Background: an optimization exercise with open tools, aiming at small area, a short achievable clock period and few clock cycles. Do not read the settings as production practice.

## v6
// matmul
module matmul
#(
    parameter DIM_BITS = 16,
    parameter MEM_AW = 16,
    parameter MEM_DW = 32,
    parameter PREC = 16)
(
    input [MEM_AW-1:0] aBASE,
    input [DIM_BITS-1:0] aCOLS,
    input [DIM_BITS-1:0] aROWS,
    input [DIM_BITS-1:0] aSTRIDE,
    input [MEM_AW-1:0] bBASE,
    input [DIM_BITS-1:0] bCOLS,
    input [DIM_BITS-1:0] bSTRIDE,
    input [MEM_AW-1:0] cBASE,
    input [DIM_BITS-1:0] cSTRIDE,
    input clk,
    input go,
    input [MEM_DW-1:0] mem_rdata,
    input rst_n,
    output reg [MEM_AW-1:0] mem_addr,
    output reg mem_req,
    output [MEM_DW-1:0] mem_wdata,
    output reg mem_write,
    output reg ret
);
export LEC_CHECK = 0
export ABC_CLOCK_PERIOD_IN_PS = 3000
export CAP_MARGIN = 20
export CORE_MARGIN = 2
export CORE_UTILIZATION = 40
export PLACE_DENSITY = 0.6
export SLEW_MARGIN = 20
create_clock -name core_clock -period 10.0 [get_ports {clk}]
standard.sh (not shown) runs the stock make flow with config.mk's settings and CLKGATE_MAP_FILE= SYNTH_SCRIPT=/design/flow/synth_recipe.tcl, a recipe that flattens the netlist after the stock synthesis.
==> flow/flow/run.sh <==
#!/bin/bash
# The standard layout, with two changes to how it is made (the SDC and its
# 10 ns clock are unchanged): port buffers use the small buf_1 cell instead of
# the default delay buffer, and repair_timing aims for a larger setup margin.
set -euo pipefail
bash standard.sh 'BUFFER_PORTS_ARGS=-buffer_cell sky130_fd_sc_hd__buf_1' SETUP_SLACK_MARGIN=7 finish > standard_make.log 2>&1
Here is what was changed in the inputs of v7 compared with v6.
diff --git a/flow/design.v b/flow/design.v
--- a/flow/design.v
+++ b/flow/design.v
@@ -19,32 +19,30 @@
     input [MEM_DW-1:0] mem_rdata,
     input rst_n,
     output reg [MEM_AW-1:0] mem_addr,
     output reg mem_req,
     output [MEM_DW-1:0] mem_wdata,
     output reg mem_write,
     output reg ret
 );
-localparam S_IDLE = 3'd0;
-localparam S_RD   = 3'd1;
-localparam S_GAP  = 3'd2;
-localparam S_WR   = 3'd3;
-localparam S_INIT = 3'd4;
+localparam S_IDLE = 2'd0;
+localparam S_RD   = 2'd1;
+localparam S_GAP  = 2'd2;
+localparam S_WR   = 2'd3;
 localparam K_A0 = 2'd0;
 localparam K_B0 = 2'd1;
 localparam K_B1 = 2'd2;
 localparam K_A1 = 2'd3;
-reg [2:0] st;
+reg [1:0] st;
 reg [1:0] ph;           
 reg       gcnt;         
 reg       kfirst;       
 reg       wpend;        
 reg       zero;         
-reg       empty;        
 reg       shortk;       
 reg       w_r1, w_c1;   
 reg       w_nrow;       
 reg       w_done;       
 reg [15:0] krem, jrem, irem;
 reg [15:0] a_row, a_ptr, b_col, b_ptr, c_row, c_ptr;
 reg [15:0] a_s, b_s, c_s;   
 reg        klast, jlast, ilast, r1, c1;   
@@ -67,34 +65,33 @@
 wire [31:0] ms, mc;
 matmul_csmul u_mul (.x(xr), .yone(y_one), .ytwo(y_two), .yneg(y_neg), .s(ms), .c(mc));
 wire [31:0] acc_s = acc0 ^ ps ^ pc;
 wire [31:0] acc_c = ((acc0 & ps) | (acc0 & pc) | (ps & pc));
 reg [31:0] acc0, acc1, acc2, acc3;
 assign mem_wdata = acc3;
 wire [15:0] a_step2 = {a_s[14:0], 1'b0};
 wire [15:0] c_step2 = {c_s[14:0], 1'b0};
-reg [2:0]  st_n;
+reg [1:0]  st_n;
 reg [1:0]  ph_n, q_k_n;
 reg        mem_req_n, ret_n, q_v_n, q_f_n, mem_write_n;
-reg        gcnt_n, kfirst_n, wpend_n, zero_n, shortk_n, empty_n;
+reg        gcnt_n, kfirst_n, wpend_n, zero_n, shortk_n;
 reg        w_r1_n, w_c1_n, w_nrow_n, w_done_n;
 reg [15:0] mem_addr_n, krem_n, jrem_n, irem_n;
 reg [15:0] abase, aoff;
 reg        acin, ajunk;
 reg [15:0] a_row_n, a_ptr_n, b_col_n, b_ptr_n, c_row_n, c_ptr_n;
 always @* begin
     st_n = st;
     ph_n = ph;
     gcnt_n = gcnt;
     kfirst_n = kfirst;
     wpend_n = wpend;
     zero_n = zero;
     shortk_n = shortk;
-    empty_n = empty;
     w_r1_n = w_r1;
     w_c1_n = w_c1;
     w_nrow_n = w_nrow;
     w_done_n = w_done;
     krem_n = krem;
     jrem_n = jrem;
     irem_n = irem;
     a_row_n = a_row;
@@ -111,48 +108,39 @@
     ret_n = 1'b0;
     q_v_n = 1'b0;
     q_f_n = kfirst;
     q_k_n = ph;
     case (st)
         S_IDLE: begin
             zero_n = (aCOLS == 16'd0);
             shortk_n = (aCOLS[15:1] == 15'd0);
-            empty_n = (aROWS == 16'd0) || (bCOLS == 16'd0);
-            if (go)
-                st_n = S_INIT;
-        end
-        S_INIT: begin
             krem_n = aCOLS;
             jrem_n = bCOLS;
             irem_n = aROWS;
             a_row_n = aBASE;
             a_ptr_n = aBASE;
             b_col_n = bBASE;
             b_ptr_n = bBASE;
             c_row_n = cBASE;
             c_ptr_n = cBASE;
             kfirst_n = 1'b1;
             wpend_n = 1'b0;
-            abase = aBASE;
-            mem_write_n = 1'b0;
-            q_f_n = 1'b1;
-            q_k_n = K_A0;
-            if (empty) begin
-                st_n = S_WR;
-                ph_n = 2'd3;
-                w_r1_n = 1'b1;
-                w_c1_n = 1'b1;
-                w_done_n = 1'b1;
-            end
-            else begin
-                st_n = S_RD;
-                ph_n = 2'd1;
-                mem_req_n = 1'b1;
-                q_v_n = 1'b1;
+            w_r1_n = 1'b1;
+            w_c1_n = 1'b1;
+            w_done_n = 1'b1;
+            if (go) begin
+                if ((aROWS == 16'd0) || (bCOLS == 16'd0)) begin
+                    st_n = S_WR;
+                    ph_n = 2'd3;
+                end
+                else begin
+                    st_n = S_RD;
+                    ph_n = 2'd0;
+                end
             end
         end
         S_RD: begin
             mem_req_n = 1'b1;
             mem_write_n = 1'b0;
             q_v_n = 1'b1;
             case (ph)
                 2'd0: begin
@@ -285,34 +273,33 @@
         q_v <= q_v_n;
         d1_v <= q_v;
         d2_v <= d1_v;
         m_v <= pend | (d2_v && d2_k != K_A0);
         pend <= ~pend & d2_v & (d2_k == K_A1);
     end
 end
 always @(posedge clk) begin
-    if (st == S_INIT) begin
+    if (st == S_IDLE) begin
         a_s <= aSTRIDE;
         b_s <= bSTRIDE;
         c_s <= cSTRIDE;
     end
     klast <= (krem[15:1] == 15'd0);
     bend <= (st == S_RD) && (ph == 2'd2) && klast;
     jlast <= (jrem[15:2] == 14'd0) && (jrem[1:0] != 2'd3);
     ilast <= (irem[15:2] == 14'd0) && (irem[1:0] != 2'd3);
     r1 <= (irem[15:1] == 15'd0);
     c1 <= (jrem[15:1] == 15'd0);
     ph <= ph_n;
     gcnt <= gcnt_n;
     kfirst <= kfirst_n;
     wpend <= wpend_n;
     zero <= zero_n;
     shortk <= shortk_n;
-    empty <= empty_n;
     w_r1 <= w_r1_n;
     w_c1 <= w_c1_n;
     w_nrow <= w_nrow_n;
     w_done <= w_done_n;
     krem <= krem_n;
     jrem <= jrem_n;
     irem <= irem_n;
     a_row <= a_row_n;
Findings:
Delta (v7 minus v6): part of the Yosys area used for sequential elements level; overall routed net length now smaller.
In v7, met1 capacity usage during global routing is lower than in v6.
[compare] base=v6 new=v7: number of design-rule violations left by the first detailed-router iteration shrank by 27%, growth of design area from synthesis to finish fell by 0.71 points.
No functional check of the RTL was part of any run of this note.

-- port drivers added, routing unchanged --
The flow's constraints put no driver on any port. The routed layouts listed below were extracted and timed again, unchanged, in two steps. Step 1 assumes that a clkbuf_16 drives the clock port and a buf_2 every other input. Step 2 moves the port delays by t, midway between the first and last clock arrival at a register: inputs arrive t later, outputs are due t later. That takes back most of the time a late clock gives input paths. Slacks: ideal ports / drivers / drivers and shift; pairs: ideal ports / drivers.
| run | t (ns) | setup WS [ns] | worst hold slack (ns) | clock arrival spread, ns |
|---|---|---|---|---|
| v6 | 0.697 | 6.507 / 6.533 / 5.837 | 0.284 / 0.284 / 0.284 | 0.049 / 0.049 |
| v7 | 0.686 | 6.815 / 6.758 / 6.487 | 0.299 / 0.299 / 0.299 | 0.039 / 0.040 |
After both steps every run listed still meets setup and hold. The setup slack of v6, which loses most, moves by +0.026 ns with the drivers and by -0.670 ns with both steps.
